From an optimization exercise on the open Yosys and OpenROAD flow, aimed at small area, a short achievable clock period and few clock cycles per item; shortcuts taken in it are not production practice. The RTL was checked by simulation tests, not by an equivalence proof against the original design.

## flow/design.v

```verilog
module atang(
	input             clk,
	input             load,       
	input      [11:0] x,
	input      [11:0] y,
	output     [31:0] z,
	output            done        
    );
	reg  [32:0] xr;              
	reg  [34:0] rr;              
	reg  [31:0] zr;
	reg  [31:1] t;               
	reg  [16:0] oh;              
	reg         dn;              
	wire d = rr[34];             
	wire dx = ~dn;
	reg  [29:0] a;
	wire [29:0] anext = ({30{oh[0]}} & 30'h1C128E80) |
	                    ({30{oh[1]}} & 30'h0E400224) |
	                    ({30{oh[2]}} & 30'h0727154C) |
	                    ({30{oh[3]}} & 30'h03946F29) |
	                    ({30{oh[4]}} & 30'h01CA5435) |
	                    ({30{oh[5]}} & 30'h00E52D8D) |
	                    ({30{oh[6]}} & 30'h007296C6) |
	                    ({30{~t[7]}} & {1'b0, a[29:1]});
	wire [32:0] xmask;
	assign xmask[0] = 1'b0;
	assign xmask[1] = t[1];
	assign xmask[2] = t[2];
	assign xmask[3] = t[3];
	assign xmask[4] = t[4];
	assign xmask[5] = t[5];
	assign xmask[6] = t[6];
	assign xmask[7] = t[7];
	assign xmask[8] = t[8];
	assign xmask[9] = t[9];
	assign xmask[10] = t[10];
	assign xmask[11] = t[11];
	assign xmask[12] = t[12];
	assign xmask[13] = t[13];
	assign xmask[14] = t[14];
	assign xmask[15] = t[15];
	assign xmask[16] = t[16];
	assign xmask[17] = t[17];
	assign xmask[18] = t[18];
	assign xmask[19] = t[19];
	assign xmask[20] = t[20];
	assign xmask[21] = t[21];
	assign xmask[22] = t[22];
	assign xmask[23] = t[23];
	assign xmask[24] = t[24];
	assign xmask[25] = t[25];
	assign xmask[26] = t[26];
	assign xmask[27] = t[27];
	assign xmask[28] = t[28];
	assign xmask[29] = t[29];
	assign xmask[30] = t[30];
	assign xmask[32:31] = 2'b11;
	wire [32:0] xm = xr & xmask;
	wire [32:0] ysh;
	assign ysh[0] = (oh[0] & rr[1]) | (oh[1] & rr[3]) | (oh[2] & rr[5]) | (oh[3] & rr[7]) | (oh[4] & rr[9]) | (oh[5] & rr[11]) | (oh[6] & rr[13]) | (oh[7] & rr[15]) | (oh[8] & rr[17]) | (oh[9] & rr[19]) | (oh[10] & rr[21]) | (oh[11] & rr[23]) | (oh[12] & rr[25]) | (oh[13] & rr[27]) | (oh[14] & rr[29]) | (oh[15] & rr[31]) | (oh[16] & rr[33]) | (rr[34] & ~t[17]);
	assign ysh[1] = (oh[0] & rr[2]) | (oh[1] & rr[4]) | (oh[2] & rr[6]) | (oh[3] & rr[8]) | (oh[4] & rr[10]) | (oh[5] & rr[12]) | (oh[6] & rr[14]) | (oh[7] & rr[16]) | (oh[8] & rr[18]) | (oh[9] & rr[20]) | (oh[10] & rr[22]) | (oh[11] & rr[24]) | (oh[12] & rr[26]) | (oh[13] & rr[28]) | (oh[14] & rr[30]) | (oh[15] & rr[32]) | (rr[34] & ~t[16]);
	assign ysh[2] = (oh[0] & rr[3]) | (oh[1] & rr[5]) | (oh[2] & rr[7]) | (oh[3] & rr[9]) | (oh[4] & rr[11]) | (oh[5] & rr[13]) | (oh[6] & rr[15]) | (oh[7] & rr[17]) | (oh[8] & rr[19]) | (oh[9] & rr[21]) | (oh[10] & rr[23]) | (oh[11] & rr[25]) | (oh[12] & rr[27]) | (oh[13] & rr[29]) | (oh[14] & rr[31]) | (oh[15] & rr[33]) | (rr[34] & ~t[16]);
	assign ysh[3] = (oh[0] & rr[4]) | (oh[1] & rr[6]) | (oh[2] & rr[8]) | (oh[3] & rr[10]) | (oh[4] & rr[12]) | (oh[5] & rr[14]) | (oh[6] & rr[16]) | (oh[7] & rr[18]) | (oh[8] & rr[20]) | (oh[9] & rr[22]) | (oh[10] & rr[24]) | (oh[11] & rr[26]) | (oh[12] & rr[28]) | (oh[13] & rr[30]) | (oh[14] & rr[32]) | (rr[34] & ~t[15]);
	assign ysh[4] = (oh[0] & rr[5]) | (oh[1] & rr[7]) | (oh[2] & rr[9]) | (oh[3] & rr[11]) | (oh[4] & rr[13]) | (oh[5] & rr[15]) | (oh[6] & rr[17]) | (oh[7] & rr[19]) | (oh[8] & rr[21]) | (oh[9] & rr[23]) | (oh[10] & rr[25]) | (oh[11] & rr[27]) | (oh[12] & rr[29]) | (oh[13] & rr[31]) | (oh[14] & rr[33]) | (rr[34] & ~t[15]);
	assign ysh[5] = (oh[0] & rr[6]) | (oh[1] & rr[8]) | (oh[2] & rr[10]) | (oh[3] & rr[12]) | (oh[4] & rr[14]) | (oh[5] & rr[16]) | (oh[6] & rr[18]) | (oh[7] & rr[20]) | (oh[8] & rr[22]) | (oh[9] & rr[24]) | (oh[10] & rr[26]) | (oh[11] & rr[28]) | (oh[12] & rr[30]) | (oh[13] & rr[32]) | (rr[34] & ~t[14]);
	assign ysh[6] = (oh[0] & rr[7]) | (oh[1] & rr[9]) | (oh[2] & rr[11]) | (oh[3] & rr[13]) | (oh[4] & rr[15]) | (oh[5] & rr[17]) | (oh[6] & rr[19]) | (oh[7] & rr[21]) | (oh[8] & rr[23]) | (oh[9] & rr[25]) | (oh[10] & rr[27]) | (oh[11] & rr[29]) | (oh[12] & rr[31]) | (oh[13] & rr[33]) | (rr[34] & ~t[14]);
	assign ysh[7] = (oh[0] & rr[8]) | (oh[1] & rr[10]) | (oh[2] & rr[12]) | (oh[3] & rr[14]) | (oh[4] & rr[16]) | (oh[5] & rr[18]) | (oh[6] & rr[20]) | (oh[7] & rr[22]) | (oh[8] & rr[24]) | (oh[9] & rr[26]) | (oh[10] & rr[28]) | (oh[11] & rr[30]) | (oh[12] & rr[32]) | (rr[34] & ~t[13]);
	assign ysh[8] = (oh[0] & rr[9]) | (oh[1] & rr[11]) | (oh[2] & rr[13]) | (oh[3] & rr[15]) | (oh[4] & rr[17]) | (oh[5] & rr[19]) | (oh[6] & rr[21]) | (oh[7] & rr[23]) | (oh[8] & rr[25]) | (oh[9] & rr[27]) | (oh[10] & rr[29]) | (oh[11] & rr[31]) | (oh[12] & rr[33]) | (rr[34] & ~t[13]);
	assign ysh[9] = (oh[0] & rr[10]) | (oh[1] & rr[12]) | (oh[2] & rr[14]) | (oh[3] & rr[16]) | (oh[4] & rr[18]) | (oh[5] & rr[20]) | (oh[6] & rr[22]) | (oh[7] & rr[24]) | (oh[8] & rr[26]) | (oh[9] & rr[28]) | (oh[10] & rr[30]) | (oh[11] & rr[32]) | (rr[34] & ~t[12]);
	assign ysh[10] = (oh[0] & rr[11]) | (oh[1] & rr[13]) | (oh[2] & rr[15]) | (oh[3] & rr[17]) | (oh[4] & rr[19]) | (oh[5] & rr[21]) | (oh[6] & rr[23]) | (oh[7] & rr[25]) | (oh[8] & rr[27]) | (oh[9] & rr[29]) | (oh[10] & rr[31]) | (oh[11] & rr[33]) | (rr[34] & ~t[12]);
	assign ysh[11] = (oh[0] & rr[12]) | (oh[1] & rr[14]) | (oh[2] & rr[16]) | (oh[3] & rr[18]) | (oh[4] & rr[20]) | (oh[5] & rr[22]) | (oh[6] & rr[24]) | (oh[7] & rr[26]) | (oh[8] & rr[28]) | (oh[9] & rr[30]) | (oh[10] & rr[32]) | (rr[34] & ~t[11]);
	assign ysh[12] = (oh[0] & rr[13]) | (oh[1] & rr[15]) | (oh[2] & rr[17]) | (oh[3] & rr[19]) | (oh[4] & rr[21]) | (oh[5] & rr[23]) | (oh[6] & rr[25]) | (oh[7] & rr[27]) | (oh[8] & rr[29]) | (oh[9] & rr[31]) | (oh[10] & rr[33]) | (rr[34] & ~t[11]);
	assign ysh[13] = (oh[0] & rr[14]) | (oh[1] & rr[16]) | (oh[2] & rr[18]) | (oh[3] & rr[20]) | (oh[4] & rr[22]) | (oh[5] & rr[24]) | (oh[6] & rr[26]) | (oh[7] & rr[28]) | (oh[8] & rr[30]) | (oh[9] & rr[32]) | (rr[34] & ~t[10]);
	assign ysh[14] = (oh[0] & rr[15]) | (oh[1] & rr[17]) | (oh[2] & rr[19]) | (oh[3] & rr[21]) | (oh[4] & rr[23]) | (oh[5] & rr[25]) | (oh[6] & rr[27]) | (oh[7] & rr[29]) | (oh[8] & rr[31]) | (oh[9] & rr[33]) | (rr[34] & ~t[10]);
	assign ysh[15] = (oh[0] & rr[16]) | (oh[1] & rr[18]) | (oh[2] & rr[20]) | (oh[3] & rr[22]) | (oh[4] & rr[24]) | (oh[5] & rr[26]) | (oh[6] & rr[28]) | (oh[7] & rr[30]) | (oh[8] & rr[32]) | (rr[34] & ~t[9]);
	assign ysh[16] = (oh[0] & rr[17]) | (oh[1] & rr[19]) | (oh[2] & rr[21]) | (oh[3] & rr[23]) | (oh[4] & rr[25]) | (oh[5] & rr[27]) | (oh[6] & rr[29]) | (oh[7] & rr[31]) | (oh[8] & rr[33]) | (rr[34] & ~t[9]);
	assign ysh[17] = (oh[0] & rr[18]) | (oh[1] & rr[20]) | (oh[2] & rr[22]) | (oh[3] & rr[24]) | (oh[4] & rr[26]) | (oh[5] & rr[28]) | (oh[6] & rr[30]) | (oh[7] & rr[32]) | (rr[34] & ~t[8]);
	assign ysh[18] = (oh[0] & rr[19]) | (oh[1] & rr[21]) | (oh[2] & rr[23]) | (oh[3] & rr[25]) | (oh[4] & rr[27]) | (oh[5] & rr[29]) | (oh[6] & rr[31]) | (oh[7] & rr[33]) | (rr[34] & ~t[8]);
	assign ysh[19] = (oh[0] & rr[20]) | (oh[1] & rr[22]) | (oh[2] & rr[24]) | (oh[3] & rr[26]) | (oh[4] & rr[28]) | (oh[5] & rr[30]) | (oh[6] & rr[32]) | (rr[34] & ~t[7]);
	assign ysh[20] = (oh[0] & rr[21]) | (oh[1] & rr[23]) | (oh[2] & rr[25]) | (oh[3] & rr[27]) | (oh[4] & rr[29]) | (oh[5] & rr[31]) | (oh[6] & rr[33]) | (rr[34] & ~t[7]);
	assign ysh[21] = (oh[0] & rr[22]) | (oh[1] & rr[24]) | (oh[2] & rr[26]) | (oh[3] & rr[28]) | (oh[4] & rr[30]) | (oh[5] & rr[32]) | (rr[34] & ~t[6]);
	assign ysh[22] = (oh[0] & rr[23]) | (oh[1] & rr[25]) | (oh[2] & rr[27]) | (oh[3] & rr[29]) | (oh[4] & rr[31]) | (oh[5] & rr[33]) | (rr[34] & ~t[6]);
	assign ysh[23] = (oh[0] & rr[24]) | (oh[1] & rr[26]) | (oh[2] & rr[28]) | (oh[3] & rr[30]) | (oh[4] & rr[32]) | (rr[34] & ~t[5]);
	assign ysh[24] = (oh[0] & rr[25]) | (oh[1] & rr[27]) | (oh[2] & rr[29]) | (oh[3] & rr[31]) | (oh[4] & rr[33]) | (rr[34] & ~t[5]);
	assign ysh[25] = (oh[0] & rr[26]) | (oh[1] & rr[28]) | (oh[2] & rr[30]) | (oh[3] & rr[32]) | (rr[34] & ~t[4]);
	assign ysh[26] = (oh[0] & rr[27]) | (oh[1] & rr[29]) | (oh[2] & rr[31]) | (oh[3] & rr[33]) | (rr[34] & ~t[4]);
	assign ysh[27] = (oh[0] & rr[28]) | (oh[1] & rr[30]) | (oh[2] & rr[32]) | (rr[34] & ~t[3]);
	assign ysh[28] = (oh[0] & rr[29]) | (oh[1] & rr[31]) | (oh[2] & rr[33]) | (rr[34] & ~t[3]);
	assign ysh[29] = (oh[0] & rr[30]) | (oh[1] & rr[32]) | (rr[34] & ~t[2]);
	assign ysh[30] = (oh[0] & rr[31]) | (oh[1] & rr[33]) | (rr[34] & ~t[2]);
	assign ysh[31] = (oh[0] & rr[32]) | (rr[34] & ~t[1]);
	assign ysh[32] = (oh[0] & rr[33]) | (rr[34] & ~t[1]);
	wire [34:0] rnext;
	wire [32:0] xnext;
	wire [31:0] znext;
	add35 radd(.a({rr[33:0], 1'b0}), .b({2'b00, xm} ^ {35{~d}}), .ci(~d), .s(rnext));
	add33 xadd(.a(xr), .b(ysh ^ {33{dx}}), .ci(dx), .s(xnext));
	add32 zadd(.a(zr), .b({2'b00, a} ^ {32{dx}}), .ci(dx), .s(znext));
	wire [12:0] xy_sum, xy_dif;
	add13 sadd(.a({1'b0, x}), .b({1'b0, y}), .ci(1'b0), .s(xy_sum));
	add13 dadd(.a({1'b0, y}), .b(~{1'b0, x}), .ci(1'b1), .s(xy_dif));
	always @(posedge clk) begin
		t <= load ? 31'h7fffffff : {t[30:1], 1'b0};
		oh <= load ? 17'd1 : {oh[15:0], 1'b0};
		a <= load ? 30'h35214E63 : anext;
		dn <= load ? ~xy_dif[12] : ~rnext[34];
		if (load) begin
			xr <= {1'b0, xy_sum, 19'b0};
			rr <= {{3{xy_dif[12]}}, xy_dif, 19'b0};
			zr <= 32'h5A000000;
		end else begin
			xr <= xnext;
			rr <= rnext;
			zr <= znext;
		end
	end
	wire [14:0] zl = zr[14:0] ^ {15{dn}};
	assign done = ~|a[29:14] & (zl >= {a[13:0], 1'b0});
	assign z = zr;
endmodule
module add35(input [34:0] a, input [34:0] b, input ci, output [34:0] s);
	wire [34:0] p0 = a ^ b;
	wire [34:0] g0 = a & b;
	wire gc0 = g0[0] | (p0[0] & ci);
	wire gn1 = g0[1] | (p0[1] & gc0);
	wire gn2 = g0[3] | (p0[3] & g0[2]);
	wire pn2 = p0[3] & p0[2];
	wire gn3 = g0[5] | (p0[5] & g0[4]);
	wire pn3 = p0[5] & p0[4];
	wire gn4 = g0[7] | (p0[7] & g0[6]);
	wire pn4 = p0[7] & p0[6];
	wire gn5 = g0[9] | (p0[9] & g0[8]);
	wire pn5 = p0[9] & p0[8];
	wire gn6 = g0[11] | (p0[11] & g0[10]);
	wire pn6 = p0[11] & p0[10];
	wire gn7 = g0[13] | (p0[13] & g0[12]);
	wire pn7 = p0[13] & p0[12];
	wire gn8 = g0[15] | (p0[15] & g0[14]);
	wire pn8 = p0[15] & p0[14];
	wire gn9 = g0[17] | (p0[17] & g0[16]);
	wire pn9 = p0[17] & p0[16];
	wire gn10 = g0[19] | (p0[19] & g0[18]);
	wire pn10 = p0[19] & p0[18];
	wire gn11 = g0[21] | (p0[21] & g0[20]);
	wire pn11 = p0[21] & p0[20];
	wire gn12 = g0[23] | (p0[23] & g0[22]);
	wire pn12 = p0[23] & p0[22];
	wire gn13 = g0[25] | (p0[25] & g0[24]);
	wire pn13 = p0[25] & p0[24];
	wire gn14 = g0[27] | (p0[27] & g0[26]);
	wire pn14 = p0[27] & p0[26];
	wire gn15 = g0[29] | (p0[29] & g0[28]);
	wire pn15 = p0[29] & p0[28];
	wire gn16 = g0[31] | (p0[31] & g0[30]);
	wire pn16 = p0[31] & p0[30];
	wire gn17 = g0[33] | (p0[33] & g0[32]);
	wire pn17 = p0[33] & p0[32];
	wire gn18 = g0[2] | (p0[2] & gn1);
	wire gn19 = gn2 | (pn2 & gn1);
	wire gn20 = g0[6] | (p0[6] & gn3);
	wire pn20 = p0[6] & pn3;
	wire gn21 = gn4 | (pn4 & gn3);
	wire pn21 = pn4 & pn3;
	wire gn22 = g0[10] | (p0[10] & gn5);
	wire pn22 = p0[10] & pn5;
	wire gn23 = gn6 | (pn6 & gn5);
	wire pn23 = pn6 & pn5;
	wire gn24 = g0[14] | (p0[14] & gn7);
	wire pn24 = p0[14] & pn7;
	wire gn25 = gn8 | (pn8 & gn7);
	wire pn25 = pn8 & pn7;
	wire gn26 = g0[18] | (p0[18] & gn9);
	wire pn26 = p0[18] & pn9;
	wire gn27 = gn10 | (pn10 & gn9);
	wire pn27 = pn10 & pn9;
	wire gn28 = g0[22] | (p0[22] & gn11);
	wire pn28 = p0[22] & pn11;
	wire gn29 = gn12 | (pn12 & gn11);
	wire pn29 = pn12 & pn11;
	wire gn30 = g0[26] | (p0[26] & gn13);
	wire pn30 = p0[26] & pn13;
	wire gn31 = gn14 | (pn14 & gn13);
	wire pn31 = pn14 & pn13;
	wire gn32 = g0[30] | (p0[30] & gn15);
	wire pn32 = p0[30] & pn15;
	wire gn33 = gn16 | (pn16 & gn15);
	wire pn33 = pn16 & pn15;
	wire gn34 = g0[34] | (p0[34] & gn17);
	wire pn34 = p0[34] & pn17;
	wire gn35 = g0[4] | (p0[4] & gn19);
	wire gn36 = gn3 | (pn3 & gn19);
	wire gn37 = gn20 | (pn20 & gn19);
	wire gn38 = gn21 | (pn21 & gn19);
	wire gn39 = g0[12] | (p0[12] & gn23);
	wire pn39 = p0[12] & pn23;
	wire gn40 = gn7 | (pn7 & gn23);
	wire pn40 = pn7 & pn23;
	wire gn41 = gn24 | (pn24 & gn23);
	wire pn41 = pn24 & pn23;
	wire gn42 = gn25 | (pn25 & gn23);
	wire pn42 = pn25 & pn23;
	wire gn43 = g0[20] | (p0[20] & gn27);
	wire pn43 = p0[20] & pn27;
	wire gn44 = gn11 | (pn11 & gn27);
	wire pn44 = pn11 & pn27;
	wire gn45 = gn28 | (pn28 & gn27);
	wire pn45 = pn28 & pn27;
	wire gn46 = gn29 | (pn29 & gn27);
	wire pn46 = pn29 & pn27;
	wire gn47 = g0[28] | (p0[28] & gn31);
	wire pn47 = p0[28] & pn31;
	wire gn48 = gn15 | (pn15 & gn31);
	wire pn48 = pn15 & pn31;
	wire gn49 = gn32 | (pn32 & gn31);
	wire pn49 = pn32 & pn31;
	wire gn50 = gn33 | (pn33 & gn31);
	wire pn50 = pn33 & pn31;
	wire gn51 = g0[8] | (p0[8] & gn38);
	wire gn52 = gn5 | (pn5 & gn38);
	wire gn53 = gn22 | (pn22 & gn38);
	wire gn54 = gn23 | (pn23 & gn38);
	wire gn55 = gn39 | (pn39 & gn38);
	wire gn56 = gn40 | (pn40 & gn38);
	wire gn57 = gn41 | (pn41 & gn38);
	wire gn58 = gn42 | (pn42 & gn38);
	wire gn59 = g0[24] | (p0[24] & gn46);
	wire pn59 = p0[24] & pn46;
	wire gn60 = gn13 | (pn13 & gn46);
	wire pn60 = pn13 & pn46;
	wire gn61 = gn30 | (pn30 & gn46);
	wire pn61 = pn30 & pn46;
	wire gn62 = gn31 | (pn31 & gn46);
	wire pn62 = pn31 & pn46;
	wire gn63 = gn47 | (pn47 & gn46);
	wire pn63 = pn47 & pn46;
	wire gn64 = gn48 | (pn48 & gn46);
	wire pn64 = pn48 & pn46;
	wire gn65 = gn49 | (pn49 & gn46);
	wire pn65 = pn49 & pn46;
	wire gn66 = gn50 | (pn50 & gn46);
	wire pn66 = pn50 & pn46;
	wire gn67 = g0[16] | (p0[16] & gn58);
	wire gn68 = gn9 | (pn9 & gn58);
	wire gn69 = gn26 | (pn26 & gn58);
	wire gn70 = gn27 | (pn27 & gn58);
	wire gn71 = gn43 | (pn43 & gn58);
	wire gn72 = gn44 | (pn44 & gn58);
	wire gn73 = gn45 | (pn45 & gn58);
	wire gn74 = gn46 | (pn46 & gn58);
	wire gn75 = gn59 | (pn59 & gn58);
	wire gn76 = gn60 | (pn60 & gn58);
	wire gn77 = gn61 | (pn61 & gn58);
	wire gn78 = gn62 | (pn62 & gn58);
	wire gn79 = gn63 | (pn63 & gn58);
	wire gn80 = gn64 | (pn64 & gn58);
	wire gn81 = gn65 | (pn65 & gn58);
	wire gn82 = gn66 | (pn66 & gn58);
	wire gn83 = g0[32] | (p0[32] & gn82);
	wire gn84 = gn17 | (pn17 & gn82);
	wire gn85 = gn34 | (pn34 & gn82);
	wire [34:0] c;
	assign c[0] = ci;
	assign c[1] = gc0;
	assign c[2] = gn1;
	assign c[3] = gn18;
	assign c[4] = gn19;
	assign c[5] = gn35;
	assign c[6] = gn36;
	assign c[7] = gn37;
	assign c[8] = gn38;
	assign c[9] = gn51;
	assign c[10] = gn52;
	assign c[11] = gn53;
	assign c[12] = gn54;
	assign c[13] = gn55;
	assign c[14] = gn56;
	assign c[15] = gn57;
	assign c[16] = gn58;
	assign c[17] = gn67;
	assign c[18] = gn68;
	assign c[19] = gn69;
	assign c[20] = gn70;
	assign c[21] = gn71;
	assign c[22] = gn72;
	assign c[23] = gn73;
	assign c[24] = gn74;
	assign c[25] = gn75;
	assign c[26] = gn76;
	assign c[27] = gn77;
	assign c[28] = gn78;
	assign c[29] = gn79;
	assign c[30] = gn80;
	assign c[31] = gn81;
	assign c[32] = gn82;
	assign c[33] = gn83;
	assign c[34] = gn84;
	assign s = p0 ^ c;
endmodule
module add33(input [32:0] a, input [32:0] b, input ci, output [32:0] s);
	wire [32:0] p0 = a ^ b;
	wire [32:0] g0 = a & b;
	wire gc0 = g0[0] | (p0[0] & ci);
	wire gn1 = g0[1] | (p0[1] & gc0);
	wire gn2 = g0[3] | (p0[3] & g0[2]);
	wire pn2 = p0[3] & p0[2];
	wire gn3 = g0[5] | (p0[5] & g0[4]);
	wire pn3 = p0[5] & p0[4];
	wire gn4 = g0[7] | (p0[7] & g0[6]);
	wire pn4 = p0[7] & p0[6];
	wire gn5 = g0[9] | (p0[9] & g0[8]);
	wire pn5 = p0[9] & p0[8];
	wire gn6 = g0[11] | (p0[11] & g0[10]);
	wire pn6 = p0[11] & p0[10];
	wire gn7 = g0[13] | (p0[13] & g0[12]);
	wire pn7 = p0[13] & p0[12];
	wire gn8 = g0[15] | (p0[15] & g0[14]);
	wire pn8 = p0[15] & p0[14];
	wire gn9 = g0[17] | (p0[17] & g0[16]);
	wire pn9 = p0[17] & p0[16];
	wire gn10 = g0[19] | (p0[19] & g0[18]);
	wire pn10 = p0[19] & p0[18];
	wire gn11 = g0[21] | (p0[21] & g0[20]);
	wire pn11 = p0[21] & p0[20];
	wire gn12 = g0[23] | (p0[23] & g0[22]);
	wire pn12 = p0[23] & p0[22];
	wire gn13 = g0[25] | (p0[25] & g0[24]);
	wire pn13 = p0[25] & p0[24];
	wire gn14 = g0[27] | (p0[27] & g0[26]);
	wire pn14 = p0[27] & p0[26];
	wire gn15 = g0[29] | (p0[29] & g0[28]);
	wire pn15 = p0[29] & p0[28];
	wire gn16 = g0[31] | (p0[31] & g0[30]);
	wire pn16 = p0[31] & p0[30];
	wire gn17 = g0[2] | (p0[2] & gn1);
	wire gn18 = gn2 | (pn2 & gn1);
	wire gn19 = g0[6] | (p0[6] & gn3);
	wire pn19 = p0[6] & pn3;
	wire gn20 = gn4 | (pn4 & gn3);
	wire pn20 = pn4 & pn3;
	wire gn21 = g0[10] | (p0[10] & gn5);
	wire pn21 = p0[10] & pn5;
	wire gn22 = gn6 | (pn6 & gn5);
	wire pn22 = pn6 & pn5;
	wire gn23 = g0[14] | (p0[14] & gn7);
	wire pn23 = p0[14] & pn7;
	wire gn24 = gn8 | (pn8 & gn7);
	wire pn24 = pn8 & pn7;
	wire gn25 = g0[18] | (p0[18] & gn9);
	wire pn25 = p0[18] & pn9;
	wire gn26 = gn10 | (pn10 & gn9);
	wire pn26 = pn10 & pn9;
	wire gn27 = g0[22] | (p0[22] & gn11);
	wire pn27 = p0[22] & pn11;
	wire gn28 = gn12 | (pn12 & gn11);
	wire pn28 = pn12 & pn11;
	wire gn29 = g0[26] | (p0[26] & gn13);
	wire pn29 = p0[26] & pn13;
	wire gn30 = gn14 | (pn14 & gn13);
	wire pn30 = pn14 & pn13;
	wire gn31 = g0[30] | (p0[30] & gn15);
	wire pn31 = p0[30] & pn15;
	wire gn32 = gn16 | (pn16 & gn15);
	wire pn32 = pn16 & pn15;
	wire gn33 = g0[4] | (p0[4] & gn18);
	wire gn34 = gn3 | (pn3 & gn18);
	wire gn35 = gn19 | (pn19 & gn18);
	wire gn36 = gn20 | (pn20 & gn18);
	wire gn37 = g0[12] | (p0[12] & gn22);
	wire pn37 = p0[12] & pn22;
	wire gn38 = gn7 | (pn7 & gn22);
	wire pn38 = pn7 & pn22;
	wire gn39 = gn23 | (pn23 & gn22);
	wire pn39 = pn23 & pn22;
	wire gn40 = gn24 | (pn24 & gn22);
	wire pn40 = pn24 & pn22;
	wire gn41 = g0[20] | (p0[20] & gn26);
	wire pn41 = p0[20] & pn26;
	wire gn42 = gn11 | (pn11 & gn26);
	wire pn42 = pn11 & pn26;
	wire gn43 = gn27 | (pn27 & gn26);
	wire pn43 = pn27 & pn26;
	wire gn44 = gn28 | (pn28 & gn26);
	wire pn44 = pn28 & pn26;
	wire gn45 = g0[28] | (p0[28] & gn30);
	wire pn45 = p0[28] & pn30;
	wire gn46 = gn15 | (pn15 & gn30);
	wire pn46 = pn15 & pn30;
	wire gn47 = gn31 | (pn31 & gn30);
	wire pn47 = pn31 & pn30;
	wire gn48 = gn32 | (pn32 & gn30);
	wire pn48 = pn32 & pn30;
	wire gn49 = g0[8] | (p0[8] & gn36);
	wire gn50 = gn5 | (pn5 & gn36);
	wire gn51 = gn21 | (pn21 & gn36);
	wire gn52 = gn22 | (pn22 & gn36);
	wire gn53 = gn37 | (pn37 & gn36);
	wire gn54 = gn38 | (pn38 & gn36);
	wire gn55 = gn39 | (pn39 & gn36);
	wire gn56 = gn40 | (pn40 & gn36);
	wire gn57 = g0[24] | (p0[24] & gn44);
	wire pn57 = p0[24] & pn44;
	wire gn58 = gn13 | (pn13 & gn44);
	wire pn58 = pn13 & pn44;
	wire gn59 = gn29 | (pn29 & gn44);
	wire pn59 = pn29 & pn44;
	wire gn60 = gn30 | (pn30 & gn44);
	wire pn60 = pn30 & pn44;
	wire gn61 = gn45 | (pn45 & gn44);
	wire pn61 = pn45 & pn44;
	wire gn62 = gn46 | (pn46 & gn44);
	wire pn62 = pn46 & pn44;
	wire gn63 = gn47 | (pn47 & gn44);
	wire pn63 = pn47 & pn44;
	wire gn64 = gn48 | (pn48 & gn44);
	wire pn64 = pn48 & pn44;
	wire gn65 = g0[16] | (p0[16] & gn56);
	wire gn66 = gn9 | (pn9 & gn56);
	wire gn67 = gn25 | (pn25 & gn56);
	wire gn68 = gn26 | (pn26 & gn56);
	wire gn69 = gn41 | (pn41 & gn56);
	wire gn70 = gn42 | (pn42 & gn56);
	wire gn71 = gn43 | (pn43 & gn56);
	wire gn72 = gn44 | (pn44 & gn56);
	wire gn73 = gn57 | (pn57 & gn56);
	wire gn74 = gn58 | (pn58 & gn56);
	wire gn75 = gn59 | (pn59 & gn56);
	wire gn76 = gn60 | (pn60 & gn56);
	wire gn77 = gn61 | (pn61 & gn56);
	wire gn78 = gn62 | (pn62 & gn56);
	wire gn79 = gn63 | (pn63 & gn56);
	wire gn80 = gn64 | (pn64 & gn56);
	wire gn81 = g0[32] | (p0[32] & gn80);
	wire [32:0] c;
	assign c[0] = ci;
	assign c[1] = gc0;
	assign c[2] = gn1;
	assign c[3] = gn17;
	assign c[4] = gn18;
	assign c[5] = gn33;
	assign c[6] = gn34;
	assign c[7] = gn35;
	assign c[8] = gn36;
	assign c[9] = gn49;
	assign c[10] = gn50;
	assign c[11] = gn51;
	assign c[12] = gn52;
	assign c[13] = gn53;
	assign c[14] = gn54;
	assign c[15] = gn55;
	assign c[16] = gn56;
	assign c[17] = gn65;
	assign c[18] = gn66;
	assign c[19] = gn67;
	assign c[20] = gn68;
	assign c[21] = gn69;
	assign c[22] = gn70;
	assign c[23] = gn71;
	assign c[24] = gn72;
	assign c[25] = gn73;
	assign c[26] = gn74;
	assign c[27] = gn75;
	assign c[28] = gn76;
	assign c[29] = gn77;
	assign c[30] = gn78;
	assign c[31] = gn79;
	assign c[32] = gn80;
	assign s = p0 ^ c;
endmodule
module add32(input [31:0] a, input [31:0] b, input ci, output [31:0] s);
	wire [31:0] p0 = a ^ b;
	wire [31:0] g0 = a & b;
	wire gc0 = g0[0] | (p0[0] & ci);
	wire gn1 = g0[1] | (p0[1] & gc0);
	wire gn2 = g0[3] | (p0[3] & g0[2]);
	wire pn2 = p0[3] & p0[2];
	wire gn3 = g0[5] | (p0[5] & g0[4]);
	wire pn3 = p0[5] & p0[4];
	wire gn4 = g0[7] | (p0[7] & g0[6]);
	wire pn4 = p0[7] & p0[6];
	wire gn5 = g0[9] | (p0[9] & g0[8]);
	wire pn5 = p0[9] & p0[8];
	wire gn6 = g0[11] | (p0[11] & g0[10]);
	wire pn6 = p0[11] & p0[10];
	wire gn7 = g0[13] | (p0[13] & g0[12]);
	wire pn7 = p0[13] & p0[12];
	wire gn8 = g0[15] | (p0[15] & g0[14]);
	wire pn8 = p0[15] & p0[14];
	wire gn9 = g0[17] | (p0[17] & g0[16]);
	wire pn9 = p0[17] & p0[16];
	wire gn10 = g0[19] | (p0[19] & g0[18]);
	wire pn10 = p0[19] & p0[18];
	wire gn11 = g0[21] | (p0[21] & g0[20]);
	wire pn11 = p0[21] & p0[20];
	wire gn12 = g0[23] | (p0[23] & g0[22]);
	wire pn12 = p0[23] & p0[22];
	wire gn13 = g0[25] | (p0[25] & g0[24]);
	wire pn13 = p0[25] & p0[24];
	wire gn14 = g0[27] | (p0[27] & g0[26]);
	wire pn14 = p0[27] & p0[26];
	wire gn15 = g0[29] | (p0[29] & g0[28]);
	wire pn15 = p0[29] & p0[28];
	wire gn16 = g0[31] | (p0[31] & g0[30]);
	wire pn16 = p0[31] & p0[30];
	wire gn17 = g0[2] | (p0[2] & gn1);
	wire gn18 = gn2 | (pn2 & gn1);
	wire gn19 = g0[6] | (p0[6] & gn3);
	wire pn19 = p0[6] & pn3;
	wire gn20 = gn4 | (pn4 & gn3);
	wire pn20 = pn4 & pn3;
	wire gn21 = g0[10] | (p0[10] & gn5);
	wire pn21 = p0[10] & pn5;
	wire gn22 = gn6 | (pn6 & gn5);
	wire pn22 = pn6 & pn5;
	wire gn23 = g0[14] | (p0[14] & gn7);
	wire pn23 = p0[14] & pn7;
	wire gn24 = gn8 | (pn8 & gn7);
	wire pn24 = pn8 & pn7;
	wire gn25 = g0[18] | (p0[18] & gn9);
	wire pn25 = p0[18] & pn9;
	wire gn26 = gn10 | (pn10 & gn9);
	wire pn26 = pn10 & pn9;
	wire gn27 = g0[22] | (p0[22] & gn11);
	wire pn27 = p0[22] & pn11;
	wire gn28 = gn12 | (pn12 & gn11);
	wire pn28 = pn12 & pn11;
	wire gn29 = g0[26] | (p0[26] & gn13);
	wire pn29 = p0[26] & pn13;
	wire gn30 = gn14 | (pn14 & gn13);
	wire pn30 = pn14 & pn13;
	wire gn31 = g0[30] | (p0[30] & gn15);
	wire pn31 = p0[30] & pn15;
	wire gn32 = gn16 | (pn16 & gn15);
	wire pn32 = pn16 & pn15;
	wire gn33 = g0[4] | (p0[4] & gn18);
	wire gn34 = gn3 | (pn3 & gn18);
	wire gn35 = gn19 | (pn19 & gn18);
	wire gn36 = gn20 | (pn20 & gn18);
	wire gn37 = g0[12] | (p0[12] & gn22);
	wire pn37 = p0[12] & pn22;
	wire gn38 = gn7 | (pn7 & gn22);
	wire pn38 = pn7 & pn22;
	wire gn39 = gn23 | (pn23 & gn22);
	wire pn39 = pn23 & pn22;
	wire gn40 = gn24 | (pn24 & gn22);
	wire pn40 = pn24 & pn22;
	wire gn41 = g0[20] | (p0[20] & gn26);
	wire pn41 = p0[20] & pn26;
	wire gn42 = gn11 | (pn11 & gn26);
	wire pn42 = pn11 & pn26;
	wire gn43 = gn27 | (pn27 & gn26);
	wire pn43 = pn27 & pn26;
	wire gn44 = gn28 | (pn28 & gn26);
	wire pn44 = pn28 & pn26;
	wire gn45 = g0[28] | (p0[28] & gn30);
	wire pn45 = p0[28] & pn30;
	wire gn46 = gn15 | (pn15 & gn30);
	wire pn46 = pn15 & pn30;
	wire gn47 = gn31 | (pn31 & gn30);
	wire pn47 = pn31 & pn30;
	wire gn48 = gn32 | (pn32 & gn30);
	wire pn48 = pn32 & pn30;
	wire gn49 = g0[8] | (p0[8] & gn36);
	wire gn50 = gn5 | (pn5 & gn36);
	wire gn51 = gn21 | (pn21 & gn36);
	wire gn52 = gn22 | (pn22 & gn36);
	wire gn53 = gn37 | (pn37 & gn36);
	wire gn54 = gn38 | (pn38 & gn36);
	wire gn55 = gn39 | (pn39 & gn36);
	wire gn56 = gn40 | (pn40 & gn36);
	wire gn57 = g0[24] | (p0[24] & gn44);
	wire pn57 = p0[24] & pn44;
	wire gn58 = gn13 | (pn13 & gn44);
	wire pn58 = pn13 & pn44;
	wire gn59 = gn29 | (pn29 & gn44);
	wire pn59 = pn29 & pn44;
	wire gn60 = gn30 | (pn30 & gn44);
	wire pn60 = pn30 & pn44;
	wire gn61 = gn45 | (pn45 & gn44);
	wire pn61 = pn45 & pn44;
	wire gn62 = gn46 | (pn46 & gn44);
	wire pn62 = pn46 & pn44;
	wire gn63 = gn47 | (pn47 & gn44);
	wire pn63 = pn47 & pn44;
	wire gn64 = gn48 | (pn48 & gn44);
	wire pn64 = pn48 & pn44;
	wire gn65 = g0[16] | (p0[16] & gn56);
	wire gn66 = gn9 | (pn9 & gn56);
	wire gn67 = gn25 | (pn25 & gn56);
	wire gn68 = gn26 | (pn26 & gn56);
	wire gn69 = gn41 | (pn41 & gn56);
	wire gn70 = gn42 | (pn42 & gn56);
	wire gn71 = gn43 | (pn43 & gn56);
	wire gn72 = gn44 | (pn44 & gn56);
	wire gn73 = gn57 | (pn57 & gn56);
	wire gn74 = gn58 | (pn58 & gn56);
	wire gn75 = gn59 | (pn59 & gn56);
	wire gn76 = gn60 | (pn60 & gn56);
	wire gn77 = gn61 | (pn61 & gn56);
	wire gn78 = gn62 | (pn62 & gn56);
	wire gn79 = gn63 | (pn63 & gn56);
	wire gn80 = gn64 | (pn64 & gn56);
	wire [31:0] c;
	assign c[0] = ci;
	assign c[1] = gc0;
	assign c[2] = gn1;
	assign c[3] = gn17;
	assign c[4] = gn18;
	assign c[5] = gn33;
	assign c[6] = gn34;
	assign c[7] = gn35;
	assign c[8] = gn36;
	assign c[9] = gn49;
	assign c[10] = gn50;
	assign c[11] = gn51;
	assign c[12] = gn52;
	assign c[13] = gn53;
	assign c[14] = gn54;
	assign c[15] = gn55;
	assign c[16] = gn56;
	assign c[17] = gn65;
	assign c[18] = gn66;
	assign c[19] = gn67;
	assign c[20] = gn68;
	assign c[21] = gn69;
	assign c[22] = gn70;
	assign c[23] = gn71;
	assign c[24] = gn72;
	assign c[25] = gn73;
	assign c[26] = gn74;
	assign c[27] = gn75;
	assign c[28] = gn76;
	assign c[29] = gn77;
	assign c[30] = gn78;
	assign c[31] = gn79;
	assign s = p0 ^ c;
endmodule
module add13(input [12:0] a, input [12:0] b, input ci, output [12:0] s);
	wire [12:0] p0 = a ^ b;
	wire [12:0] g0 = a & b;
	wire gc0 = g0[0] | (p0[0] & ci);
	wire gn1 = g0[1] | (p0[1] & gc0);
	wire gn2 = g0[3] | (p0[3] & g0[2]);
	wire pn2 = p0[3] & p0[2];
	wire gn3 = g0[5] | (p0[5] & g0[4]);
	wire pn3 = p0[5] & p0[4];
	wire gn4 = g0[7] | (p0[7] & g0[6]);
	wire pn4 = p0[7] & p0[6];
	wire gn5 = g0[9] | (p0[9] & g0[8]);
	wire pn5 = p0[9] & p0[8];
	wire gn6 = g0[11] | (p0[11] & g0[10]);
	wire pn6 = p0[11] & p0[10];
	wire gn7 = g0[2] | (p0[2] & gn1);
	wire gn8 = gn2 | (pn2 & gn1);
	wire gn9 = g0[6] | (p0[6] & gn3);
	wire pn9 = p0[6] & pn3;
	wire gn10 = gn4 | (pn4 & gn3);
	wire pn10 = pn4 & pn3;
	wire gn11 = g0[10] | (p0[10] & gn5);
	wire pn11 = p0[10] & pn5;
	wire gn12 = gn6 | (pn6 & gn5);
	wire pn12 = pn6 & pn5;
	wire gn13 = g0[4] | (p0[4] & gn8);
	wire gn14 = gn3 | (pn3 & gn8);
	wire gn15 = gn9 | (pn9 & gn8);
	wire gn16 = gn10 | (pn10 & gn8);
	wire gn17 = g0[12] | (p0[12] & gn12);
	wire pn17 = p0[12] & pn12;
	wire gn18 = g0[8] | (p0[8] & gn16);
	wire gn19 = gn5 | (pn5 & gn16);
	wire gn20 = gn11 | (pn11 & gn16);
	wire gn21 = gn12 | (pn12 & gn16);
	wire gn22 = gn17 | (pn17 & gn16);
	wire [12:0] c;
	assign c[0] = ci;
	assign c[1] = gc0;
	assign c[2] = gn1;
	assign c[3] = gn7;
	assign c[4] = gn8;
	assign c[5] = gn13;
	assign c[6] = gn14;
	assign c[7] = gn15;
	assign c[8] = gn16;
	assign c[9] = gn18;
	assign c[10] = gn19;
	assign c[11] = gn20;
	assign c[12] = gn21;
	assign s = p0 ^ c;
endmodule
module conv_dec_ascii(
	input  [16:0] d_in,
	output [20:0] digits     
    );
	wire [6:0] i = d_in[16:10];
	wire [9:0] f = d_in[9:0];
	wire [13:0] m1 = {1'b0, f, 3'b0} + {3'b0, f, 1'b0};
	wire [13:0] m2 = {1'b0, m1[9:0], 3'b0} + {3'b0, m1[9:0], 1'b0};
	wire [13:0] m3 = {1'b0, m2[9:0], 3'b0} + {3'b0, m2[9:0], 1'b0};
	wire [3:0] qh = m1[13:10];
	wire [3:0] qt = m2[13:10];
	wire [3:0] qo = m3[13:10];
	wire [3:0] it = (i >= 7'd120) ? 4'd12 : (i >= 7'd110) ? 4'd11 : (i >= 7'd100) ? 4'd10 :
	                (i >= 7'd90) ? 4'd9 : (i >= 7'd80) ? 4'd8 : (i >= 7'd70) ? 4'd7 :
	                (i >= 7'd60) ? 4'd6 : (i >= 7'd50) ? 4'd5 : (i >= 7'd40) ? 4'd4 :
	                (i >= 7'd30) ? 4'd3 : (i >= 7'd20) ? 4'd2 : (i >= 7'd10) ? 4'd1 : 4'd0;
	wire [6:0] io = i - {it, 3'b0} - {2'b0, it, 1'b0};
	wire       ih = it[3] & (it[2] | it[1]);
	wire [8:0] ti = {ih, ih ? it - 4'd10 : it, io[3:0]};
	assign digits = {ti, qh, qt, qo};
endmodule
module CRC(
	input  [20:0] digits,    
	output [7:0]  crc
    );
	function [7:0] crc8;
		input [47:0] m;
		integer k;
		reg [7:0] c;
		reg fb;
		begin
			c = 8'h80;
			for (k = 47; k >= 0; k = k - 1) begin
				fb = c[7] ^ m[k];
				c = {c[6:0], 1'b0} ^ (fb ? 8'h31 : 8'h00);
			end
			crc8 = c;
		end
	endfunction
	wire [47:0] text = {7'b0011000, digits[20], 4'h3, digits[19:16], 4'h3, digits[15:12],
	                    4'h3, digits[11:8], 4'h3, digits[7:4], 4'h3, digits[3:0]};
	assign crc = crc8(text);
endmodule
module angle_frame(
	input clk,
	input rst,
	input start,
	input [11:0] x,
	input [11:0] y,
	output [55:0] frame,
	output frame_valid
    );
	reg        busy;
	reg        valid;
	reg  [20:0] dig;
	reg  [7:0]  crc_hi;          
	wire [31:0] z;
	wire [20:0] dig_next;
	wire [7:0]  crc_hi_next, crc_lo, crc_0;
	wire        done;
	atang Arctg_alg(.clk(clk), .load(start), .x(x), .y(y), .z(z), .done(done));
	conv_dec_ascii Conversie(.d_in(z[31:15]), .digits(dig_next));
	CRC crc_a(.digits({dig_next[20:4], 4'd0}), .crc(crc_hi_next));
	CRC crc_b(.digits({17'd0, dig[3:0]}), .crc(crc_lo));
	CRC crc_c(.digits(21'd0), .crc(crc_0));
	wire last = done;
	always @(posedge clk) begin
		dig <= dig_next;
		crc_hi <= crc_hi_next;
		if (rst) begin
			busy  <= 1'b0;
			valid <= 1'b0;
		end else begin
			busy  <= start | (busy & ~last);
			valid <= busy & last;
		end
	end
	assign frame = {7'b0011000, dig[20], 4'h3, dig[19:16], 4'h3, dig[15:12],
	                4'h3, dig[11:8], 4'h3, dig[7:4], 4'h3, dig[3:0],
	                crc_hi ^ crc_lo ^ crc_0};
	assign frame_valid = valid;
endmodule
```

## flow/flow/run.sh

```bash
#!/bin/bash
# Layout flow: the standard synthesis, then the combinational logic
# (everything but the flip-flops, which keep their names and cells) is
# re-mapped by ABC with an area-recovering script; then the standard
# layout from the netlist, with sky130_fd_sc_hd__buf_2 port buffers.
# Every tool's output goes to a log file in this folder.
set -euo pipefail
bash standard.sh synth > flow_synth.log 2>&1
R=orfs/results/sky130hd/angle_frame/base
cp $R/1_2_yosys.v $R/1_2_yosys_standard.v
LIB=$FLOW_HOME/platforms/sky130hd/lib/sky130_fd_sc_hd__tt_025C_1v80.lib
sed -e "s#@IN@#$R/1_2_yosys_standard.v#" -e "s#@OUT@#$R/1_2_yosys.v#" \
    -e "s#@LIB@#$LIB#g" -e "s#@ABC@#flow/resynth.abc#" flow/resynth.ys > resynth.ys
yosys -l yosys_resynth.log -q resynth.ys > /dev/null 2>&1
bash standard.sh BUFFER_PORTS_ARGS="-buffer_cell sky130_fd_sc_hd__buf_2" finish > flow_finish.log 2>&1
```

## flow/flow/resynth.abc

```
strash
dc2
dch -f
map -B 0.2
topo
stime -c
upsize -c
dnsize -c
```

## flow/flow/resynth.ys

```
read_liberty -overwrite -ignore_miss_func @LIB@
read_verilog -overwrite @IN@
hierarchy -top angle_frame
setattr -mod -set keep_hierarchy 1 sky130_fd_sc_hd__df*
flatten
opt_clean
abc -script @ABC@ -liberty @LIB@ -dont_use sky130_fd_sc_hd__lpflow_bleeder_1 -dont_use sky130_fd_sc_hd__lpflow_clkbufkapwr_1 -dont_use sky130_fd_sc_hd__lpflow_clkbufkapwr_16 -dont_use sky130_fd_sc_hd__lpflow_clkbufkapwr_2 -dont_use sky130_fd_sc_hd__lpflow_clkbufkapwr_4 -dont_use sky130_fd_sc_hd__lpflow_clkbufkapwr_8 -dont_use sky130_fd_sc_hd__lpflow_clkinvkapwr_1 -dont_use sky130_fd_sc_hd__lpflow_clkinvkapwr_16 -dont_use sky130_fd_sc_hd__lpflow_clkinvkapwr_2 -dont_use sky130_fd_sc_hd__lpflow_clkinvkapwr_4 -dont_use sky130_fd_sc_hd__lpflow_clkinvkapwr_8 -dont_use sky130_fd_sc_hd__lpflow_decapkapwr_12 -dont_use sky130_fd_sc_hd__lpflow_decapkapwr_3 -dont_use sky130_fd_sc_hd__lpflow_decapkapwr_4 -dont_use sky130_fd_sc_hd__lpflow_decapkapwr_6 -dont_use sky130_fd_sc_hd__lpflow_decapkapwr_8 -dont_use sky130_fd_sc_hd__lpflow_inputiso0n_1 -dont_use sky130_fd_sc_hd__lpflow_inputiso0p_1 -dont_use sky130_fd_sc_hd__lpflow_inputiso1n_1 -dont_use sky130_fd_sc_hd__lpflow_inputiso1p_1 -dont_use sky130_fd_sc_hd__lpflow_inputisolatch_1 -dont_use sky130_fd_sc_hd__lpflow_isobufsrc_1 -dont_use sky130_fd_sc_hd__lpflow_isobufsrc_16 -dont_use sky130_fd_sc_hd__lpflow_isobufsrc_2 -dont_use sky130_fd_sc_hd__lpflow_isobufsrc_4 -dont_use sky130_fd_sc_hd__lpflow_isobufsrc_8 -dont_use sky130_fd_sc_hd__lpflow_isobufsrckapwr_16 -dont_use sky130_fd_sc_hd__lpflow_lsbuf_lh_hl_isowell_tap_1 -dont_use sky130_fd_sc_hd__lpflow_lsbuf_lh_hl_isowell_tap_2 -dont_use sky130_fd_sc_hd__lpflow_lsbuf_lh_hl_isowell_tap_4 -dont_use sky130_fd_sc_hd__lpflow_lsbuf_lh_isowell_4 -dont_use sky130_fd_sc_hd__lpflow_lsbuf_lh_isowell_tap_1 -dont_use sky130_fd_sc_hd__lpflow_lsbuf_lh_isowell_tap_2 -dont_use sky130_fd_sc_hd__lpflow_lsbuf_lh_isowell_tap_4 -dont_use sky130_fd_sc_hd__probe_p_8 -dont_use sky130_fd_sc_hd__probec_p_8 
opt_clean -purge
hilomap -singleton -hicell sky130_fd_sc_hd__conb_1 HI -locell sky130_fd_sc_hd__conb_1 LO
setundef -zero
splitnets
opt_clean -purge
stat -liberty @LIB@
delete =sky130_fd_sc_hd__*
write_verilog -noattr -noexpr -nohex -nodec @OUT@
```

## flow/standard.sh

```bash
#!/bin/bash
# synth_recipe.tcl (not shown) runs the flow's synth.tcl, then flattens the netlist and writes it again
# the make line also repeats each setting of config.mk as NAME=value (left out here)
make -C /OpenROAD-flow-scripts/flow DESIGN_CONFIG=/design/flow/config.mk WORK_HOME=/design/flow/orfs CLKGATE_MAP_FILE= SYNTH_SCRIPT=/design/flow/synth_recipe.tcl "${@:-finish}"
```

## flow/config.mk

```make
export PLATFORM = sky130hd
export DESIGN_NAME = angle_frame
export DESIGN_NICKNAME = angle_frame
export VERILOG_FILES = /design/flow/design.v
export SDC_FILE = /design/flow/constraint.sdc
export NUM_CORES = 8
export LEC_CHECK = 0
export CAP_MARGIN = 20
export CORE_MARGIN = 2
export CORE_UTILIZATION = 40
export CTS_BUF_LIST = sky130_fd_sc_hd__clkbuf_16
export CTS_CLUSTER_DIAMETER = 80
export CTS_CLUSTER_SIZE = 24
export SETUP_SLACK_MARGIN = 4.7
export SLEW_MARGIN = 20
export SYNTH_MEMORY_MAX_BITS = 65536
```

## flow/constraint.sdc

```tcl
create_clock -name core_clock -period 8.0 [get_ports {clk}]
set_input_delay 1.6000 -clock core_clock [delete_from_list [all_inputs] [get_ports {clk}]]
set_output_delay 1.6000 -clock core_clock [all_outputs]
set_load 0.01 [all_outputs]
```

==> flow_metrics.tcl, run 1 <==
set metrics [dict create \
    grt_use_met1_pct 31.7 \
    fin_crit_ps 3900 \
    fin_crit_sh_pct 48.8 \
    cts_buffer_depth 3 \
    maxCapViolations 0 \
    met3_usage_pct 2.90 \
    r2r_setup_slack_ps 4440 \
    stdcell_count 2890 \
    met2_usage_pct 45.4 \
    port_buffers 56 \
    cts-hold-fix-buffers 0 \
    die_x_um 195 \
    vias 15500 \
    relSlewSlack_pct 56.9 \
    clk_pin_slew_ps 90 \
    clock-sinks 207 \
    setup.worst_path.end_class "register" \
    grt_pass1_vias 14900 \
    diodes 0 \
    gr-total-overflow 0 \
    cp_max_fo 3 \
    fin_hold_ws_ps 440 \
    dp_hpwl_mm 32.6 \
    busiest_layer "met2" \
    syn_area_per_cell_um2 6.87 \
    status "no timing/DRC/antenna violations" \
    clockRootBuffer "clkbuf_16" \
    cp.required_ps 8440 \
    core_um2 36300 \
    die_h_um 195 \
    placed_area_um2 15800 \
    htree_levels 1 \
    critical_path_arrival_ps 4340 \
    gp_congestion 0.980 \
    start_util_pct 40.3 \
    slew_violations 0 \
    holdPathStages 0 \
    finalNetCount 2439 \
    reg2reg_to "Arctg_alg.dn$_DFF_P_" \
    cts_inserted_buffers 17 \
    synth_cells 2132 \
    routed_wl_mm 50.5 \
    worst_slew_pin_slew_ps 647 \
    worstSkewPairLatency_ps 520 \
    max_freq_mhz 256 \
    ant_nets 0 \
    post_drt_wl_per_cell_um 17.5 \
    cpMostUsedCell "buf_6" \
    dr.pass1.iters 5 \
    area_growth_pct 30.8 \
    syn_area_um2 14600 \
    hold_violations 0 \
    crit_buf_inv 18 \
    hold_path_class "register to register" \
    drive_gt1_share_pct 28.4 \
    grt_pass1_wl_mm 78.9 \
    post-route-drc-count 0 \
    criticalPathCategory "input pin to register" \
    num_io_pins 84 \
    antenna_found_initial 0 \
    start_kind "input pin" \
    stdcell_area_um2 19200 \
    cp_slowest_cell "or2_1" \
    rsz0062_at_grt "true" \
    worst_path_largest_cell_delay_ps 240 \
    reg2reg_from "Arctg_alg.t[7]$_SDFF_PP1_" \
    yosys_warnings 3 \
    min_to "dig[12]$_DFF_P_" \
    place_inst 2689 \
    first_iter_violations 1065 \
    fin_tns_setup_ps 0 \
    reg2regPathDepth 21 \
    holdCritStartpoint "Arctg_alg.zr[25]$_SDFF_PP1_" \
    groute.usage.overall_pct 25.7 \
    cts_tree "done" \
    die-area_um2 38100 \
    path_delay_family "buffers and inverters" \
    vias_per_cell 5.36 \
    finalSetupViolations 0 \
    grt_max_degree 50 \
    final.fill_count 3511 \
    rows 70 \
    skew_ps 30.9 \
]
cells in the final DEF (no fill, tap or decap), types with 18 or more instances in the layout:
cell and count:
a21oi_1 121, dfxtp_4 20, nand3_1 55, nor2_2 29, nor3_1 25, a21oi_2 18
xor2_1 137, dfxtp_2 32, or2_2 38, nand4_1 27, o21ai_1 21, conb_1 27
dfxtp_1 155, xnor2_1 38, nand2_2 42, clkinv_1 207, buf_2 52, nand2_1 391
nor2_1 258, inv_2 35, buf_6 53, o22ai_1 67, o21ai_0 86, buf_4 115
nand3_2 29
layout make-up:
class	count	area (um^2)	area share (%)
clock inverter	12	145	0.758
sequential	207	4260	22.2
tap	468	586	3.06
clock buffer	17	425	2.22
multi-input combinational	1666	10300	54.0
inverter	283	1290	6.73
timing repair buffer	237	2100	11.0
per-stage QoR:
step | utilization (%) | setup WS (ps)
detailed placement | 43.4 | 3470
global route | 52.7 | 3950
global placement | 43.4 | 3530
floorplan | - | 4040
CTS | 49.5 | 4220
finish | 52.7 | 4100
how the worst max path moves through the flow:
| stage | from | slack, ps | end | depth (start not counted) |
|---|---|---|---|---|
| 6_report | x[0] | 4100 | Arctg_alg.xr[22]$_DFF_P_ | 26 |
| 5_1_grt | x[0] | 3950 | Arctg_alg.dn$_DFF_P_ | 25 |
| 4_1_cts | y[0] | 4220 | Arctg_alg.xr[30]$_DFF_P_ | 27 |
| 3_5_place_dp | x[0] | 3470 | Arctg_alg.xr[31]$_DFF_P_ | 28 |
| 3_3_place_gp | x[0] | 3530 | Arctg_alg.xr[31]$_DFF_P_ | 28 |
| 2_1_floorplan | x[0] | 4040 | Arctg_alg.xr[30]$_DFF_P_ | 26 |
metal layers:
layer	vias up	share of wire, %
met2	497	49
li1	7649	-
met3	154	5.4
met5	-	0
met1	7186	41
met4	0	5.1
repair_timing:
item / in CTS / in global routing
pin swaps: 39 / 99
buffers inserted: 118 / 50
setup endpoints to repair: 65 / 47
cloned: 4 / 0
gates resized for setup: 180 / 197
registers in the layout, summed over array words and instances, names as in the netlist:
register and cells:
busy 1, Arctg_alg.dn 1, Arctg_alg.xr 33, Arctg_alg.zr 32
Arctg_alg.a 30, Arctg_alg.t 30, dig 21, valid 1
Arctg_alg.rr 34, Arctg_alg.oh 16, crc_hi 8
worst reg2reg max path, stage by stage, from the launching register on:
cell and delay (ps):
dfxtp_1 600, nand2_1 150, xnor2_1 200, nor2_1 90, nor2_1 250, nand4_4 190, nand3_4 140, a41oi_4 150
o211ai_2 240, nand3_2 130, nand4_4 100, nand3_4 100, nand3_4 120, nand3b_4 110, nand3_4 80, nand2_4 70
nand3_4 80, nand3_4 80, a31oi_4 240, nand4_1 140, nand3_2 100, a31oi_1 80
Testbench counts, summed over its fixed seeds: cycles 159,356, frames 8,000.
==> run 2: changes to the inputs <==
==> flow/flow/resynth.abc (replaced) <==
strash
dch
map -a
topo
stime -c
upsize -c
dnsize -c
==> run 2 against run 1 <==
Critical endpoint is now Arctg_alg.rr[3]$_SDFF_PP0_. Utilization increased by 8.7 points. Die area decreased by 2.5%. Non-clock buffer count increased by 210. Critical path type is now register to register. Global-route usage increased by 1.9 points. First-iteration DRC count increased by 20%. Maximum frequency decreased by 17%. Flip-flop and latch count unchanged. Still clean. Cell count increased by 7.1%.
==> flow_metrics.tcl, run 2 <==
set metrics [dict create \
    criticalPathCategory "register to register" \
    vias_per_cell 5.45 \
    clk_pin_slew_ps 100 \
    finalSetupViolations 0 \
    path_delay_family "buffers and inverters" \
    fin_crit_sh_pct 58.9 \
    dr.pass1.iters 7 \
    crit_buf_inv 29 \
    largestRegisters "Arctg_alg.rr: 34 flops, Arctg_alg.xr: 33 flops, Arctg_alg.zr: 32 flops" \
    start_kind "register" \
    clockRootBuffer "clkbuf_16" \
    routed_wl_mm 56.0 \
    holdPathStages 1 \
    post-place-ws_ps 2690 \
    utilization_pct 61.4 \
    post_drt_wl_per_cell_um 18.1 \
    die_h_um 193 \
    vias 16900 \
    cts_buffer_depth 3 \
    most-common-layout-cells "297 x nor2_1, 271 x buf_4, 249 x nand2_1" \
    setup.worst_path.end_class "register" \
    fin_crit_ps 4710 \
    cp_max_fo 4 \
    rows 69 \
    gp_congestion 1.00 \
    clock-sinks 207 \
    cp_slowest_cell "dfxtp_4" \
    diodes 0 \
    die-area_um2 37200 \
    post-route-drc-count 0 \
    timing.final.ws_setup_ps 3290 \
    min_to "Arctg_alg.t[30]$_SDFF_PP1_" \
    grt_pass1_wl_mm 81.4 \
    cts_tree "done" \
    dp_hpwl_mm 31.9 \
    gr-total-overflow 0 \
    final_common_cell "nor2_1" \
    worstSkewPairLatency_ps 530 \
    skew_ps 28.6 \
    antenna_found_initial 0 \
    reg2regPathDepth 35 \
    reg2reg_from "Arctg_alg.rr[34]$_DFF_P_" \
    final.fill_count 2914 \
    critical_path_arrival_ps 5130 \
    maxCapViolations 0 \
    groute.usage.overall_pct 27.6 \
    r2r_setup_slack_ps 3290 \
    hold_path_class "register to register" \
    ant_nets 0 \
    worst_path_largest_cell_delay_ps 380 \
    grt_pass1_vias 15800 \
    die_x_um 193 \
    fin_hold_ws_ps 441 \
    fin_tns_setup_ps 0 \
    rsz0062_at_grt "true" \
    syn_area_um2 14300 \
    drive_gt1_share_pct 39.7 \
    cpMostUsedCell "buf_4" \
    area_growth_pct 51.9 \
    cts_inserted_buffers 16 \
    largest_register_ffs 34 \
    hold_violations 0 \
    worst_slew_pin_slew_ps 863 \
    grt_max_degree 68 \
    start_util_pct 40.4 \
    status "no timing/DRC/antenna violations" \
    reg2reg_to "Arctg_alg.rr[3]$_SDFF_PP0_" \
    max_freq_mhz 212 \
    cp.required_ps 8420 \
    synth_cells 2131 \
    first_iter_violations 1282 \
    slew_violations 0 \
    holdCritStartpoint "Arctg_alg.t[29]$_SDFF_PP1_" \
    relSlewSlack_pct 42.2 \
    yosys_warnings 3 \
    top_register "Arctg_alg.rr" \
    port_buffers 56 \
    finalNetCount 2652 \
    core_um2 35300 \
    htree_levels 1 \
    num_io_pins 84 \
    syn_area_per_cell_um2 6.70 \
]
run 2: cell types whose count changed in the layout (fill, tap and decap cells not counted), sizes merged, moves of 25 or more:
cell,previous run,this run
buf,234,446
clkinv,221,267
inv,72,112
nand2,443,309
nand3,94,31
nand4,34,9
nor2,300,388
xnor2,46,79
xor2,157,120
run 2: what timing repair did:
action	4_1_cts	5_1_grt
setup buffers	269	117
pin swaps	109	180
gates resized for setup	282	422
setup endpoints to repair	79	95
gates cloned	6	0
hold buffers	0	0
run 2: layer usage:
layer / vias to the layer above / share of wire, % / global-route usage (%) / routed length, um
li1: 8041 / - / - / -
met1: 7806 / 38 / 32.3 / 21600
met2: 740 / 48 / 48.3 / 27100
met3: 279 / 7.1 / 5.15 / 4000
met4: 0 / 6.0 / 13.3 / 3350
met5: - / 0 / 0 / 0
run 2: worst max-delay path by stage:
stage,depth (start not counted),slack (ps),from,end
after global routing,31,3020,Arctg_alg.rr[20]$_DFF_P_,Arctg_alg.xr[30]$_DFF_P_
after CTS,29,3410,Arctg_alg.t[1]$_DFF_P_,Arctg_alg.xr[30]$_DFF_P_
after floorplan,48,3500,Arctg_alg.dn$_DFF_P_,Arctg_alg.zr[31]$_SDFF_PP0_
final,35,3290,Arctg_alg.rr[34]$_DFF_P_,Arctg_alg.rr[3]$_SDFF_PP0_
after detailed placement,33,2690,Arctg_alg.rr[34]$_DFF_P_,Arctg_alg.xr[30]$_DFF_P_
after global placement,33,2760,Arctg_alg.rr[34]$_DFF_P_,Arctg_alg.xr[30]$_DFF_P_
run 2: layout make-up:
type                            instances  area, um^2  share of cell area [%]
Clock buffer                           17         425                    1.96
Clock inverter                         11         130                   0.600
Inverter                              365        1690                    7.78
Multi-Input combinational cell       1583       10700                    49.5
Sequential cell                       207        4280                    19.8
Tap cell                              461         577                    2.66
Timing Repair Buffer                  447        3790                    17.5
Timing Repair inverter                  5        47.5                   0.219
run 2: per-stage QoR:
step	instance area, um^2	std cells
2_1_floorplan	14600	2156
3_3_place_gp	15500	2676
3_5_place_dp	15500	2676
4_1_cts	19200	2979
5_1_grt	21700	3096
6_report	21700	3096
==> run 3: changes to the inputs <==
==> flow/flow/resynth.abc (replaced) <==
strash
dch
map -B 0.2
topo
stime -c
upsize -c
dnsize -c
--- a/flow/config.mk
+++ b/flow/config.mk
@@ -11,6 +11,7 @@
 export CTS_BUF_LIST = sky130_fd_sc_hd__clkbuf_16
 export CTS_CLUSTER_DIAMETER = 80
 export CTS_CLUSTER_SIZE = 24
+export PLACE_DENSITY = 0.75
 export SETUP_SLACK_MARGIN = 4.7
 export SLEW_MARGIN = 20
 export SYNTH_MEMORY_MAX_BITS = 65536
==> run 3 against run 2 <==
Largest cell class unchanged. Critical endpoint is now Arctg_alg.xr[29]$_DFF_P_. Die area is 11% higher. Synthesized cell count rose by 16%. Utilization down 15 points.
==> flow_metrics.tcl, run 3 <==
set metrics [dict create \
    setup.worst_path.end_class "register" \
    hold_path_class "register to register" \
    dr.pass1.iters 6 \
    worst_path_largest_cell_delay_ps 230 \
    fin_hold_ws_ps 444 \
    final_common_cell "nand2_1" \
    num_io_pins 84 \
    diodes 0 \
    vias_per_cell 5.58 \
    yosys_warnings 3 \
    finalNetCount 2624 \
    criticalPathCategory "input pin to register" \
    clk_pin_slew_ps 90 \
    cts_buffer_depth 3 \
    cp_max_fo 3 \
    r2r_setup_slack_ps 4850 \
    relSlewSlack_pct 43.2 \
    finalSetupViolations 0 \
    antenna_found_initial 0 \
    rsz0062_at_grt "true" \
    reg2reg_to "Arctg_alg.rr[33]$_DFF_P_" \
    ant_nets 0 \
    slew_violations 0 \
    seq_area_um2 4210 \
    groute.usage.overall_pct 24.3 \
    cts_tree "done" \
    fin_crit_ps 3270 \
    most-common-layout-cells "631 x nand2_1, 289 x nor2_1, 243 x clkinv_1" \
    stdcell_count 3125 \
    skew_ps 39.0 \
    routed_wl_mm 50.8 \
    die_h_um 203 \
    port_buffers 56 \
    cts_inserted_buffers 16 \
    grt_pass1_wl_mm 82.7 \
    final.fill_count 3944 \
    grt_max_degree 97 \
    start_util_pct 40.7 \
    drive_gt1_share_pct 14.2 \
    area_growth_pct 13.9 \
    post-route-drc-count 0 \
    syn_area_per_cell_um2 6.41 \
    die_x_um 203 \
    clock-sinks 207 \
    fin_tns_setup_ps 0 \
    path_depth 19 \
    die-area_um2 41200 \
    cp.required_ps 8420 \
    reg2reg_from "Arctg_alg.rr[16]$_SDFF_PP0_" \
    path_delay_family "simple AND/OR/NAND/NOR gates" \
    crit_buf_inv 1 \
    place_inst 3080 \
    reg2regPathDepth 17 \
    first_iter_violations 1507 \
    critical_path_arrival_ps 3700 \
    top_register "Arctg_alg.rr" \
    cp_cell_sequence "buf_2 -> nand2_4 -> a21oi_2 -> o21ai_2 -> nor2_2 -> nor2_2 -> nor2_2 -> nor2_2 -> nor2_2 -> o21ai_2 -> o21ai_2 -> nand2_2 -> o21ai_4 -> o211ai_1 -> nand2_1 -> nand2_1 -> nand3_2 -> nand4_1 -> nand2_1" \
    holdCritStartpoint "Arctg_alg.t[28]$_SDFF_PP1_" \
    vias 17500 \
    multiInputGateArea_um2 10800 \
    gr-total-overflow 0 \
    post_drt_wl_per_cell_um 16.3 \
    start_kind "input pin" \
    max_freq_mhz 305 \
    holdPathStages 1 \
    worstSkewPairLatency_ps 530 \
    rows 72 \
    status "no timing/DRC/antenna violations" \
    largest_register_ffs 34 \
    cpMostUsedCell "nor2_2" \
    htree_levels 1 \
    fin_crit_sh_pct 40.9 \
    gp_congestion 1.01 \
    hold_violations 0 \
    largestRegisters "Arctg_alg.rr: 34 flops, Arctg_alg.xr: 33 flops, Arctg_alg.zr: 32 flops" \
    clockRootBuffer "clkbuf_16" \
    min_to "Arctg_alg.t[29]$_SDFF_PP1_" \
    cp_slowest_cell "o211ai_1" \
    maxCapViolations 0 \
    worst_slew_pin_slew_ps 846 \
    syn_area_um2 15900 \
    synth_cells 2473 \
    core_um2 38900 \
    dp_hpwl_mm 36.1 \
    grt_pass1_vias 16700 \
]
run 3: cell count changes in the layout (fill, tap and decap cells not counted), sizes merged, moves of 24 or more:
cell / delta
buf: -364
nand2: +362
nand3: +157
nor2: -81
inv: -63
nand4: +58
o22ai: -38
a22oi: +36
xor2: -33
a21oi: -24
run 3: worst max-delay path by stage:
| stage | from | endpoint | slack, ps |
|---|---|---|---|
| floorplan | y[1] | Arctg_alg.rr[31]$_DFF_P_ | 4580 |
| global placement | y[1] | Arctg_alg.rr[29]$_DFF_P_ | 4050 |
| global route | y[1] | Arctg_alg.xr[29]$_DFF_P_ | 4540 |
| detailed placement | y[1] | Arctg_alg.rr[31]$_DFF_P_ | 4010 |
| CTS | x[1] | Arctg_alg.xr[29]$_DFF_P_ | 4670 |
| finish | y[0] | Arctg_alg.xr[29]$_DFF_P_ | 4730 |
run 3: cell type report:
| type | count | share of cell area [%] |
|---|---|---|
| multi-input combinational | 1995 | 60.0 |
| sequential | 207 | 23.3 |
| inverter | 295 | 6.71 |
| tap | 518 | 3.59 |
| timing repair buffer | 82 | 3.16 |
| clock buffer | 17 | 2.36 |
| clock inverter | 11 | 0.915 |
run 3: stage by stage:
| step | instance area [um^2] | worst slack, ps | utilization (%) |
|---|---|---|---|
| detailed placement | 17000 | 4010 | 43.7 |
| floorplan | 16000 | 4580 | - |
| global route | 18100 | 4540 | 46.4 |
| finish | 18100 | 4730 | 46.4 |
| global placement | 17000 | 4050 | 43.7 |
| CTS | 17700 | 4670 | 45.5 |
run 3: layer usage:
layer	routed length (um)	track usage (%)
met5	0	0
met4	2590	10.9
met3	4220	3.80
met2	23500	42.4
met1	20500	29.4
run 3: repair_timing:
action / 4_1_cts / 5_1_grt
resized for setup: 23 / 82
setup buffers: 3 / 14
hold buffers: 0 / 0
endpoints found under the setup margin: 54 / 44
pin swaps: 1 / 17

-- what the ideal ports hide --
How much do the figures lean on ideal ports? The routed layouts below were timed once more, with nothing changed but the port constraints. Step 1 sets driving cells, clkbuf_16 on the clock port and buf_2 on the other inputs (assumed; they add their load-dependent delay and slew). Step 2, shift: input delay + t, output delay - t, t = (earliest + latest rising clock arrival at the registers) / 2. This alone moves slack from input paths to output paths. a / b / c = ideal / step 1 / step 2; a / b = the first two.
run | t, ns | slack for setup (ns) | pins driven straight from the clock port
run 1 | 0.562 | 4.095 / 4.083 / 3.521 | 1
run 2 | 0.566 | 3.287 / 3.287 / 3.287 | 1
run 3 | 0.565 | 4.727 / 4.739 / 4.174 | 1
After both steps every run listed still meets setup and hold. For run 1, which loses most, drivers alone change the setup slack by -0.012 ns; drivers and shift together by -0.574 ns.
